Background: an optimization exercise with open tools, aiming at small area. Do not read the settings as production practice.
Only simulation tests tie the RTL to the original design; equivalence was not proved.
The clock input has no modelled driver; a real chip could not lean on it and would need a root buffer or a full tree.
Power figures rest on the tool's default switching activity, not on a simulated workload.

==> run a: inputs <==
==> flow/design.v (excerpt) <==
module battleship(
input wire clk,
input wire rst,
input wire ARDUINO_A0,
input wire ARDUINO_A1,
input wire ARDUINO_A2,
input wire ARDUINO_A3,
output wire ARDUINO_IO0,
output wire ARDUINO_IO1,
output wire ARDUINO_IO2,
output wire ARDUINO_IO6,
output wire ARDUINO_IO7,
output wire ARDUINO_IO8,
output wire ARDUINO_IO9,
output wire ARDUINO_IO10,
output wire ARDUINO_IO11,
output reg ARDUINO_A4,
output reg ARDUINO_A5,
output wire PMOD1_D0_P,
output wire PMOD1_D0_N,
output wire PMOD1_D1_P,
output wire PMOD1_D1_N,
output wire PMOD1_D2_P,
output wire PMOD1_D2_N,
output wire PMOD2_D0_P,
output wire PMOD2_D0_N,
output wire PMOD2_D1_P,
output wire PMOD2_D2_P,
output wire PMOD2_D2_N,
output wire PMOD2_D3_P,
output wire ARDUINO_IO3,
output wire ARDUINO_IO4,
output wire ARDUINO_IO5
);
export LEC_CHECK = 0
export CAP_MARGIN = 20
export CORE_MARGIN = 2
export CORE_UTILIZATION = 65
export CTS_BUF_LIST = sky130_fd_sc_hd__clkbuf_8
export CTS_CLUSTER_DIAMETER = 200
export CTS_CLUSTER_SIZE = 40
export SLEW_MARGIN = 20
create_clock -name core_clock -period 5.0 [get_ports {clk}]
standard.sh (not shown) runs the stock make flow with config.mk's settings and CLKGATE_MAP_FILE= SYNTH_SCRIPT=/design/flow/synth_recipe.tcl, a recipe that flattens the netlist after the stock synthesis.
==> flow/flow/run.sh <==
#!/bin/bash
# Standard layout, with the port buffers made from the smallest buffer cell.
set -e
export BUFFER_PORTS_ARGS="-buffer_cell sky130_fd_sc_hd__buf_1"
bash standard.sh > standard.log 2>&1
==> inputs of run b, as changes to run a <==
==> flow/flow/run.sh (replaced) <==
#!/bin/bash
# Standard layout, with the port buffers made from the smallest buffer cell
# and a clock tree of few, large buffers without dummy loads.
set -e
export BUFFER_PORTS_ARGS="-buffer_cell sky130_fd_sc_hd__buf_1"
export CTS_ARGS="-buf_list sky130_fd_sc_hd__clkbuf_8 -root_buf sky130_fd_sc_hd__clkbuf_8 -dont_use_dummy_load -repair_clock_nets"
bash standard.sh > standard.log 2>&1
CTS_BUF_LIST = unset   (was sky130_fd_sc_hd__clkbuf_8)
CTS_CLUSTER_DIAMETER = unset   (was 200)
CTS_CLUSTER_SIZE = unset   (was 40)
==> run summary <==
Post-layout worst setup margin: run b 1.891 ns; run a 1.837 ns
Post-route standard cell area excluding fillers: run b 0.003855 mm^2; run a 0.003959 mm^2
Net Sw Frac: run b 20.44%; run a 21.27%
Detail Route met3 WL: run b 386 um; run a 323 um
Non-clock buffers, area share: run b 3.603%; run a 3.508%
Wire length per cell after detailed routing: run b 14.82 um; run a 14.91 um
Vias: run b 3065; run a 3082
Clock group total power: run b 0.343 mW; run a 0.524 mW
Share of layout cells above drive strength 1: run b 5.727%; run a 7.158%
Met1 usage in global routing: run b 36.85%; run a 37.09%
Wire length on met1: run b 3684 um; run a 3741 um
Peak supply drop: run b 183.9 uV; run a 224.0 uV
Gate power share: run b 1.7%; run a 1.4%
Setup skew after layout: run b 0.01847 ns; run a 0.01299 ns
Psw: run b 0.1948 mW; run a 0.2411 mW
Relative max-transition margin: run b 47.53%; run a 48.06%
Clk_buf instances: run b 9; run a 10
DRC violation total after the first TritonRoute iteration: run b 153; run a 194
Result of the run: run b timing/DRC/antenna clean; run a timing/DRC/antenna clean
Mean number of vias per cell: run b 5.827; run a 5.782
Clock transition at path regs: run b 0.07 ns; run a 0.08 ns

---

==> run A <==
==> flow/design.v <==
`timescale 1ns / 1ps
module battleship(
input wire clk,
input wire rst,
input wire ARDUINO_A0,
input wire ARDUINO_A1,
input wire ARDUINO_A2,
input wire ARDUINO_A3,
output wire ARDUINO_IO0,
output wire ARDUINO_IO1,
output wire ARDUINO_IO2,
output wire ARDUINO_IO6,
output wire ARDUINO_IO7,
output wire ARDUINO_IO8,
output wire ARDUINO_IO9,
output wire ARDUINO_IO10,
output wire ARDUINO_IO11,
output reg ARDUINO_A4,
output reg ARDUINO_A5,
output wire PMOD1_D0_P,
output wire PMOD1_D0_N,
output wire PMOD1_D1_P,
output wire PMOD1_D1_N,
output wire PMOD1_D2_P,
output wire PMOD1_D2_N,
output wire PMOD2_D0_P,
output wire PMOD2_D0_N,
output wire PMOD2_D1_P,
output wire PMOD2_D2_P,
output wire PMOD2_D2_N,
output wire PMOD2_D3_P,
output wire ARDUINO_IO3,
output wire ARDUINO_IO4,
output wire ARDUINO_IO5
);
reg [5:0] sub;        
reg [1:0] pr, pc;
reg [2:0] q;          
localparam [5:0] SUB_DISP = 6'd48;    
localparam [5:0] SUB_LAST = 6'd9;     
wire dtick = (sub == SUB_DISP);
wire sub_last = (sub == SUB_LAST);
wire gtick = sub_last && q[1] && q[0] && (pr == 2'd1) && (pc == 2'd1);
wire       slot_wrap = pc[1] || (pr == 2'd3);
wire [1:0] nr = slot_wrap ? pr + 2'd1 : pr;
wire [1:0] nc = {!slot_wrap && pc[0], !slot_wrap && !pc[0]};
always @(posedge clk) begin
    sub <= (rst || sub_last) ? 6'd0 : {sub[4:0], ~(sub[5] ^ sub[4])};
    if (rst) begin
        pr <= 2'd3;
        pc <= 2'd0;
        q <= 0;
    end else if (dtick) begin
        pr <= nr;
        pc <= nc;
        if (pr == 2'd2 && pc[1])
            q <= {q[1:0], !(q[2] || q[1])};
    end
end
reg [1:0] step;
reg p2, big, atk;
reg [1:0] inputRow, inputCol;
reg [2:0] cnt;        
reg [1:0] hitsP1, hitsP2;    
reg       turn;       
reg       hit;        
reg [8:0] fired1, fired2, ship1, ship2;
wire never_shown;
wire s_row = (step == 2'd0);
wire s_col = (step == 2'd1);
wire s_com = (step == 2'd2);
wire s_spc = (step == 2'd3);
wire on1 = atk && (!s_spc || !turn);
wire on2 = atk && (!s_spc || turn);
wire any_sw = !ARDUINO_A1 || !ARDUINO_A2 || !ARDUINO_A3;
wire [1:0] sw_val = {ARDUINO_A1 && ARDUINO_A2, ARDUINO_A1 && !ARDUINO_A2};
wire tgt_hits3 = turn ? (hitsP1 == 2'b10) : (hitsP2 == 2'b10);
wire win = hit && tgt_hits3;
wire [2:0] row_hot = {inputRow[1], inputRow[0], !inputRow[1] && !inputRow[0]};
wire [2:0] col_msk = {inputCol[1] || (big && inputCol[0]), big || inputCol[0],
                      !inputCol[1] && !inputCol[0]};
wire commit = gtick && s_com;
wire clr_en = gtick && s_spc && !atk;
wire place1 = commit && !atk && !p2;
wire place2 = commit && !atk && p2;
wire shoot1 = commit && atk && !turn;
wire shoot2 = commit && atk && turn;
wire [8:0] cell_msk = {{3{row_hot[2]}} & col_msk, {3{row_hot[1]}} & col_msk, {3{row_hot[0]}} & col_msk};
always @(posedge clk) begin
    ship1  <= (ship1  & {9{!clr_en}}) | (cell_msk & {9{place1}});
    ship2  <= (ship2  & {9{!clr_en}}) | (cell_msk & {9{place2}});
    fired1 <= (fired1 & {9{!clr_en}}) | (cell_msk & {9{shoot1}});
    fired2 <= (fired2 & {9{!clr_en}}) | (cell_msk & {9{shoot2}});
end
wire lit = (nr != 2'd3);
reg f1, s1, f2, s2;
always @(*) begin
    case ({nr, nc})
    4'b0000: begin f1 = fired1[0]; s1 = ship1[0]; f2 = fired2[0]; s2 = ship2[0]; end
    4'b0001: begin f1 = fired1[1]; s1 = ship1[1]; f2 = fired2[1]; s2 = ship2[1]; end
    4'b0010: begin f1 = fired1[2]; s1 = ship1[2]; f2 = fired2[2]; s2 = ship2[2]; end
    4'b0100: begin f1 = fired1[3]; s1 = ship1[3]; f2 = fired2[3]; s2 = ship2[3]; end
    4'b0101: begin f1 = fired1[4]; s1 = ship1[4]; f2 = fired2[4]; s2 = ship2[4]; end
    4'b0110: begin f1 = fired1[5]; s1 = ship1[5]; f2 = fired2[5]; s2 = ship2[5]; end
    4'b1000: begin f1 = fired1[6]; s1 = ship1[6]; f2 = fired2[6]; s2 = ship2[6]; end
    4'b1001: begin f1 = fired1[7]; s1 = ship1[7]; f2 = fired2[7]; s2 = ship2[7]; end
    4'b1010: begin f1 = fired1[8]; s1 = ship1[8]; f2 = fired2[8]; s2 = ship2[8]; end
    default: begin f1 = 1'b0; s1 = 1'b0; f2 = 1'b0; s2 = 1'b0; end
    endcase
end
wire scan_tgt = atk && s_com && (nr == inputRow) && (nc == inputCol);
always @(posedge clk) begin
    if (scan_tgt) hit <= turn ? s2 : s1;
end
always @(posedge clk) begin
    if (rst) begin
        step <= 2'd3;
        p2 <= 0;
        big <= 0;
        atk <= 0;
        inputRow <= 0;
        inputCol <= 0;
        cnt <= 0;
        hitsP1 <= 0;
        hitsP2 <= 0;
        turn <= 0;
        ARDUINO_A4 <= 0;
        ARDUINO_A5 <= 0;
    end else if (gtick) begin
        case (step)
        2'd0: begin
            ARDUINO_A4 <= 1;
            ARDUINO_A5 <= 0;
            if (!ARDUINO_A0) begin
                if (any_sw) inputRow <= sw_val;
                step <= 2'd1;
            end
        end
        2'd1: begin
            ARDUINO_A4 <= 0;
            ARDUINO_A5 <= 1;
            if (!ARDUINO_A0) begin
                if (any_sw) inputCol <= sw_val;
                step <= 2'd2;
            end
        end
        2'd2: begin
            step <= 2'd0;
            if (atk) begin
                if (hit) begin
                    if (turn) hitsP1 <= {hitsP1[0], !hitsP1[1]};
                    else      hitsP2 <= {hitsP2[0], !hitsP2[1]};
                end
                turn <= !turn;
                if (win) step <= 2'd3;
            end else if (!big) begin
                cnt <= {cnt[1:0], cnt[2] ^ (cnt[1] || !cnt[0])};
                if (cnt == 3'b001) big <= 1;
            end else begin
                big <= 0;
                if (p2) begin
                    p2 <= 0;
                    atk <= 1;
                end else begin
                    p2 <= 1;
                    if (never_shown) cnt <= 0;
                end
            end
        end
        2'd3: begin
            if (!atk) begin
                step <= 2'd0;
            end else begin
                ARDUINO_A4 <= 0;
                ARDUINO_A5 <= 0;
                if (!ARDUINO_A1 && !ARDUINO_A2 && !ARDUINO_A3) begin
                    hitsP1 <= 0;
                    hitsP2 <= 0;
                    turn <= 0;
                    atk <= 0;
                end
            end
        end
        endcase
    end
end
reg [1:0] colr1, colr2;
assign never_shown = (colr1 == 2'b00);
always @(posedge clk) begin
    if (rst) begin
        colr1 <= 0;
        colr2 <= 0;
    end else if (dtick) begin
        if (on1) colr1 <= {lit & f1, lit & (!f1 | s1)};
        if (on2) colr2 <= {lit & f2, lit & (!f2 | s2)};
    end
end
wire [2:0] pr_hot = {pr[1] && !pr[0], !pr[1] && pr[0], !pr[1] && !pr[0]};
wire [2:0] pc_hot = {pc[1], pc[0], !pc[1] && !pc[0]};
wire [2:0] sr1 = {on1 && pr_hot[2], !on1 || pr_hot[1], on1 && pr_hot[0]};
wire [2:0] sc1 = {on1 && pc_hot[2], !on1 || pc_hot[1], on1 && pc_hot[0]};
wire [2:0] sr2 = {on2 && pr_hot[2], !on2 || pr_hot[1], on2 && pr_hot[0]};
wire [2:0] sc2 = {on2 && pc_hot[2], !on2 || pc_hot[1], on2 && pc_hot[0]};
wire g1 = !colr1[1] && colr1[0], r1 = colr1[1] && !colr1[0], b1 = colr1[1] && colr1[0], l1 = colr1[1] || colr1[0];
wire g2 = !colr2[1] && colr2[0], r2 = colr2[1] && !colr2[0], b2 = colr2[1] && colr2[0], l2 = colr2[1] || colr2[0];
assign ARDUINO_IO0  = g1 & sc1[0];
assign ARDUINO_IO1  = g1 & sc1[1];
assign ARDUINO_IO2  = g1 & sc1[2];
assign ARDUINO_IO6  = b1 & sc1[0];
assign ARDUINO_IO7  = b1 & sc1[1];
assign ARDUINO_IO8  = b1 & sc1[2];
assign ARDUINO_IO9  = r1 & sc1[0];
assign ARDUINO_IO10 = r1 & sc1[1];
assign ARDUINO_IO11 = r1 & sc1[2];
assign ARDUINO_IO3  = !(l1 & sr1[0]);
assign ARDUINO_IO4  = !(l1 & sr1[1]);
assign ARDUINO_IO5  = !(l1 & sr1[2]);
assign PMOD1_D1_N = g2 & sc2[0];
assign PMOD1_D2_P = g2 & sc2[1];
assign PMOD1_D2_N = g2 & sc2[2];
assign PMOD2_D0_P = b2 & sc2[0];
assign PMOD2_D0_N = b2 & sc2[1];
assign PMOD2_D1_P = b2 & sc2[2];
assign PMOD1_D0_P = r2 & sc2[0];
assign PMOD1_D0_N = r2 & sc2[1];
assign PMOD1_D1_P = r2 & sc2[2];
assign PMOD2_D2_P = !(l2 & sr2[0]);
assign PMOD2_D2_N = !(l2 & sr2[1]);
assign PMOD2_D3_P = !(l2 & sr2[2]);
endmodule
==> flow/flow/run.sh <==
#!/bin/bash
# The standard layout with three changes:
#  - synthesis maps the logic with an area-oriented ABC script (flow/area.abc);
#    everything else in synthesis (registers, flattening, renaming) is the standard flow's own
#  - the port buffers are made from the smallest buffer cell
#  - the clock port drives four clkbuf_8 buffers, one per group of registers
#    (flow/cts_hook.tcl), in place of TritonCTS's tree
# Each tool's output goes to standard.log and the ORFS logs under orfs/logs.
set -e
here=$PWD
export MY_ABC_SCRIPT=$here/flow/area.abc
sed 's#log_cmd abc {\*}\$abc_args#log_cmd abc -script $::env(MY_ABC_SCRIPT) {*}[lrange $abc_args 2 end]#' \
    $FLOW_HOME/scripts/synth.tcl > $here/synth_area.tcl
grep -q 'MY_ABC_SCRIPT' $here/synth_area.tcl
sed "s#\$::env(SCRIPTS_DIR)/synth.tcl#$here/synth_area.tcl#" synth_recipe.tcl > $here/synth_recipe_area.tcl
grep -q 'synth_area.tcl' $here/synth_recipe_area.tcl
export BUFFER_PORTS_ARGS="-buffer_cell sky130_fd_sc_hd__buf_1"
export FLOW_CLOCK_PORT=clk
export FLOW_CLOCK_BUF=sky130_fd_sc_hd__clkbuf_8
export FLOW_CLOCK_LEVELS=2
export PRE_CTS_TCL=$here/flow/cts_hook.tcl
bash standard.sh SYNTH_SCRIPT=$here/synth_recipe_area.tcl finish > standard.log 2>&1
==> flow/flow/area.abc <==
strash
&get -n
&fraig -x
&put
scorr
dc2
strash
&get -n
&dch -f
&nf -R 1000 -p
&put
==> flow/flow/cts_hook.tcl <==
# Sourced before ORFS's CTS step (PRE_CTS_TCL). The clock port drives a few
# clock buffers directly; the registers are split into as many groups by
# recursive bisection of their placement, and each group's buffer sits at the
# group's centre. This replaces TritonCTS's tree; the rest of the CTS step
# (legalisation, timing repair) runs as usual.
proc my_split { sinks levels } {
  if { $levels == 0 || [llength $sinks] < 2 } { return [list $sinks] }
  set xs {}
  set ys {}
  foreach s $sinks { lappend xs [lindex $s 1]; lappend ys [lindex $s 2] }
  set w [expr { [tcl::mathfunc::max {*}$xs] - [tcl::mathfunc::min {*}$xs] }]
  set h [expr { [tcl::mathfunc::max {*}$ys] - [tcl::mathfunc::min {*}$ys] }]
  set key [expr { $w >= $h ? 1 : 2 }]
  set sorted [lsort -integer -index $key $sinks]
  set half [expr { [llength $sorted] / 2 }]
  return [concat [my_split [lrange $sorted 0 [expr { $half - 1 }]] [expr { $levels - 1 }]] \
                 [my_split [lrange $sorted $half end] [expr { $levels - 1 }]]]
}

proc clock_tree_synthesis { args } {
  set block [ord::get_db_block]
  set db [ord::get_db]
  set port_net [$block findNet $::env(FLOW_CLOCK_PORT)]
  set master [$db findMaster $::env(FLOW_CLOCK_BUF)]
  set sinks {}
  foreach it [$port_net getITerms] {
    set inst [$it getInst]
    set bb [$inst getBBox]
    lappend sinks [list $it [expr { ([$bb xMin] + [$bb xMax]) / 2 }] [expr { ([$bb yMin] + [$bb yMax]) / 2 }]]
  }
  set groups [my_split $sinks $::env(FLOW_CLOCK_LEVELS)]
  set k 0
  foreach g $groups {
    set buf [odb::dbInst_create $block $master clkbuf_leaf_$k]
    set net [odb::dbNet_create $block clknet_leaf_$k]
    $net setSigType CLOCK
    set sx 0
    set sy 0
    foreach s $g {
      set it [lindex $s 0]
      $it disconnect
      $it connect $net
      set sx [expr { $sx + [lindex $s 1] }]
      set sy [expr { $sy + [lindex $s 2] }]
    }
    set n [llength $g]
    [$buf findITerm A] connect $port_net
    [$buf findITerm X] connect $net
    $buf setLocation [expr { $sx / $n }] [expr { $sy / $n }]
    $buf setPlacementStatus PLACED
    puts "clock: buffer $k drives $n register clock pins"
    incr k
  }
  set_propagated_clock [all_clocks]
}
==> flow/standard.sh <==
#!/bin/bash
# synth_recipe.tcl (not shown) runs the flow's synth.tcl, then flattens the netlist and writes it again
# the make line also repeats each setting of config.mk as NAME=value (left out here)
make -C /OpenROAD-flow-scripts/flow DESIGN_CONFIG=/design/flow/config.mk WORK_HOME=/design/flow/orfs CLKGATE_MAP_FILE= SYNTH_SCRIPT=/design/flow/synth_recipe.tcl "${@:-finish}"
==> flow/config.mk <==
export PLATFORM = sky130hd
export DESIGN_NAME = battleship
export DESIGN_NICKNAME = battleship
export VERILOG_FILES = /design/flow/design.v
export SDC_FILE = /design/flow/constraint.sdc
export NUM_CORES = 4
export LEC_CHECK = 0
export CAP_MARGIN = 20
export CORE_MARGIN = 2
export CORE_UTILIZATION = 90
export SLEW_MARGIN = 20
==> flow/constraint.sdc <==
create_clock -name core_clock -period 5.0 [get_ports {clk}]
set_input_delay 1.0000 -clock core_clock [delete_from_list [all_inputs] [get_ports {clk}]]
set_output_delay 1.0000 -clock core_clock [all_outputs]
set_load 0.01 [all_outputs]
==> run B: changes against run A <==
--- a/flow/design.v
+++ b/flow/design.v
@@ -63,2 +63,3 @@
 reg [2:0] cnt;        
+reg       first;      
 reg [1:0] hitsP1, hitsP2;    
@@ -67,3 +68,2 @@
 reg [8:0] fired1, fired2, ship1, ship2;
-wire never_shown;
 wire s_row = (step == 2'd0);
@@ -123,2 +123,3 @@
         cnt <= 0;
+        first <= 1'b1;
         hitsP1 <= 0;
@@ -165,3 +166,4 @@
                     p2 <= 1;
-                    if (never_shown) cnt <= 0;
+                    if (first) cnt <= 0;
+                    first <= 0;
                 end
@@ -187,3 +189,2 @@
 reg [1:0] colr1, colr2;
-assign never_shown = (colr1 == 2'b00);
 always @(posedge clk) begin
--- a/flow/flow/run.sh
+++ b/flow/flow/run.sh
@@ -5,5 +5,3 @@
 #  - the port buffers are made from the smallest buffer cell
-#  - the clock port drives four clkbuf_8 buffers, one per group of registers
-#    (flow/cts_hook.tcl), in place of TritonCTS's tree
-# Each tool's output goes to standard.log and the ORFS logs under orfs/logs.
+#  - the clock tree uses clkbuf_8 buffers and no dummy loads
 set -e
@@ -17,6 +15,3 @@
 export BUFFER_PORTS_ARGS="-buffer_cell sky130_fd_sc_hd__buf_1"
-export FLOW_CLOCK_PORT=clk
-export FLOW_CLOCK_BUF=sky130_fd_sc_hd__clkbuf_8
-export FLOW_CLOCK_LEVELS=2
-export PRE_CTS_TCL=$here/flow/cts_hook.tcl
+export CTS_ARGS="-buf_list sky130_fd_sc_hd__clkbuf_8 -root_buf sky130_fd_sc_hd__clkbuf_8 -dont_use_dummy_load -repair_clock_nets"
 bash standard.sh SYNTH_SCRIPT=$here/synth_recipe_area.tcl finish > standard.log 2>&1
Settings changed: CORE_UTILIZATION 90 to 65.
removed: flow/flow/cts_hook.tcl
==> run X: changes against run A <==
--- a/flow/design.v
+++ b/flow/design.v
@@ -60,8 +60,11 @@
 reg [1:0] step;
-reg p2, big, atk;
+reg atk;
 reg [1:0] inputRow, inputCol;
-reg [2:0] cnt;        
-reg [1:0] hitsP1, hitsP2;    
-reg       turn;       
-reg       hit;        
+reg hit;              
+reg [2:0] X;
+reg p2, big;
+wire       turn   = big;
+wire [1:0] hitsP1 = {p2, X[2]};
+wire [1:0] hitsP2 = X[1:0];
+wire       big_s  = big && !atk;
 reg [8:0] fired1, fired2, ship1, ship2;
@@ -79,3 +82,3 @@
 wire [2:0] row_hot = {inputRow[1], inputRow[0], !inputRow[1] && !inputRow[0]};
-wire [2:0] col_msk = {inputCol[1] || (big && inputCol[0]), big || inputCol[0],
+wire [2:0] col_msk = {inputCol[1] || (big_s && inputCol[0]), big_s || inputCol[0],
                       !inputCol[1] && !inputCol[0]};
@@ -117,4 +120,2 @@
         step <= 2'd3;
-        p2 <= 0;
-        big <= 0;
         atk <= 0;
@@ -122,6 +123,3 @@
         inputCol <= 0;
-        cnt <= 0;
-        hitsP1 <= 0;
-        hitsP2 <= 0;
-        turn <= 0;
+        X <= 0;
         ARDUINO_A4 <= 0;
@@ -150,18 +148,14 @@
                 if (hit) begin
-                    if (turn) hitsP1 <= {hitsP1[0], !hitsP1[1]};
-                    else      hitsP2 <= {hitsP2[0], !hitsP2[1]};
+                    if (turn) X[2] <= !p2;
+                    else      X[1:0] <= {X[0], !X[1]};
                 end
-                turn <= !turn;
                 if (win) step <= 2'd3;
             end else if (!big) begin
-                cnt <= {cnt[1:0], cnt[2] ^ (cnt[1] || !cnt[0])};
-                if (cnt == 3'b001) big <= 1;
+                X <= {X[1:0], X[2] ^ (X[1] || !X[0])};
             end else begin
-                big <= 0;
                 if (p2) begin
-                    p2 <= 0;
                     atk <= 1;
+                    X <= 0;
                 end else begin
-                    p2 <= 1;
-                    if (never_shown) cnt <= 0;
+                    if (never_shown) X <= 0;
                 end
@@ -176,6 +170,4 @@
                 if (!ARDUINO_A1 && !ARDUINO_A2 && !ARDUINO_A3) begin
-                    hitsP1 <= 0;
-                    hitsP2 <= 0;
-                    turn <= 0;
                     atk <= 0;
+                    X <= 3'b010;    
                 end
@@ -184,2 +176,18 @@
         endcase
+    end
+end
+always @(posedge clk) begin
+    if (clr_en) begin
+        p2 <= 0;
+        big <= 0;
+    end else if (commit) begin
+        if (atk) begin
+            if (hit && turn) p2 <= X[2];
+            big <= !big;
+        end else if (!big) begin
+            if (X == 3'b001) big <= 1;
+        end else begin
+            big <= 0;
+            p2 <= !p2;
+        end
     end
--- a/flow/flow/run.sh
+++ b/flow/flow/run.sh
@@ -2,3 +2,4 @@
 # The standard layout with three changes:
-#  - synthesis maps the logic with an area-oriented ABC script (flow/area.abc);
+#  - synthesis maps the logic with an area-oriented ABC script (flow/area.abc)
+#    and leaves adders to ABC instead of mapping them to adder cells;
 #    everything else in synthesis (registers, flattening, renaming) is the standard flow's own
@@ -21,2 +22,2 @@
 export PRE_CTS_TCL=$here/flow/cts_hook.tcl
-bash standard.sh SYNTH_SCRIPT=$here/synth_recipe_area.tcl finish > standard.log 2>&1
+bash standard.sh SYNTH_SCRIPT=$here/synth_recipe_area.tcl ADDER_MAP_FILE= finish > standard.log 2>&1
Settings changed: CORE_UTILIZATION 90 to 65.
==> run C: changes against run A <==
Settings changed: CORE_UTILIZATION 90 to 80.
==> flow_summary.yaml <==
outcome:
  run_status: "finished clean"
floorplan:
  die-width_um: 71.5
  dieHeight_um: 71.5
  start_util: 0.676
synth:
  synthCells: 387
  synth_compound_area_frac: 0.209
  post_synth_xor_area_fraction: 0.00591
  syn-mean-instance-area_um2: 7.66
  share_of_the_yosys_chip_area_belonging_to_registers: 0.463
-- figures above: run X

==> flow_summary.yaml <==
outcome:
  run_status: "did not finish"
  stop_stage: "global placement without I/O"
  error: "[ERROR GPL-0301] Utilization 108.922 % exceeds 100%."
floorplan:
  dieHeight_um: 63.7
  start_util: 0.945
synth:
  share_of_the_yosys_chip_area_belonging_to_registers: 0.459
  post_synth_xor_area_fraction: 0.00820
  syn-mean-instance-area_um2: 8.21
  synthCells: 390
-- figures above: run A

==> flow_summary.yaml <==
outcome:
  run_status: "did not finish"
  stop_stage: "global placement"
  error: "[ERROR GPL-0301] Utilization 101.604 % exceeds 100%."
synth:
  syn-mean-instance-area_um2: 8.21
  synth_compound_area_frac: 0.190
floorplan:
  start_util: 0.856
-- figures above: run C

==> flow_summary.yaml <==
synth:
  synth_compound_area_frac: 0.197
  syn-mean-instance-area_um2: 8.02
  synthCells: 404
  share_of_the_yosys_chip_area_belonging_to_registers: 0.460
outcome:
  run_status: "finished clean"
floorplan:
  die-width_um: 74.6
-- figures above: run B

In run X the design's own scripts or RTL, not TritonCTS, make the clock network.

-- afterwards: timing with drivers on the ports --
The results above use ideal ports. As a check the final layouts listed here were re-extracted and re-timed, cells and wires unchanged. Step 1, drivers: a clkbuf_16 drives clk and a buf_2 each remaining input, both assumed. Step 2 moves the port delays by t, midway between the first and last clock arrival at a register: inputs arrive t later, outputs are due t later. That takes back most of the time a late clock gives input paths. Slacks: no drivers / after step 1 / after step 2; pairs: no drivers / after step 1.
| run | t (ns) | setup slack, ns | pins driven straight from the clock port |
|---|---|---|---|
| run a of note 1 | 0.385 | 1.837 / 1.806 / 2.191 | 1 |
| run b of note 1 | 0.363 | 1.891 / 1.862 / 2.225 | 1 |
| run B of note 2 | 0.379 | 1.959 / 1.929 / 2.149 | 1 |
| run X of note 2 | 0.214 | 1.959 / 1.902 / 2.116 | 4 |
After both steps every run listed still meets setup and hold.
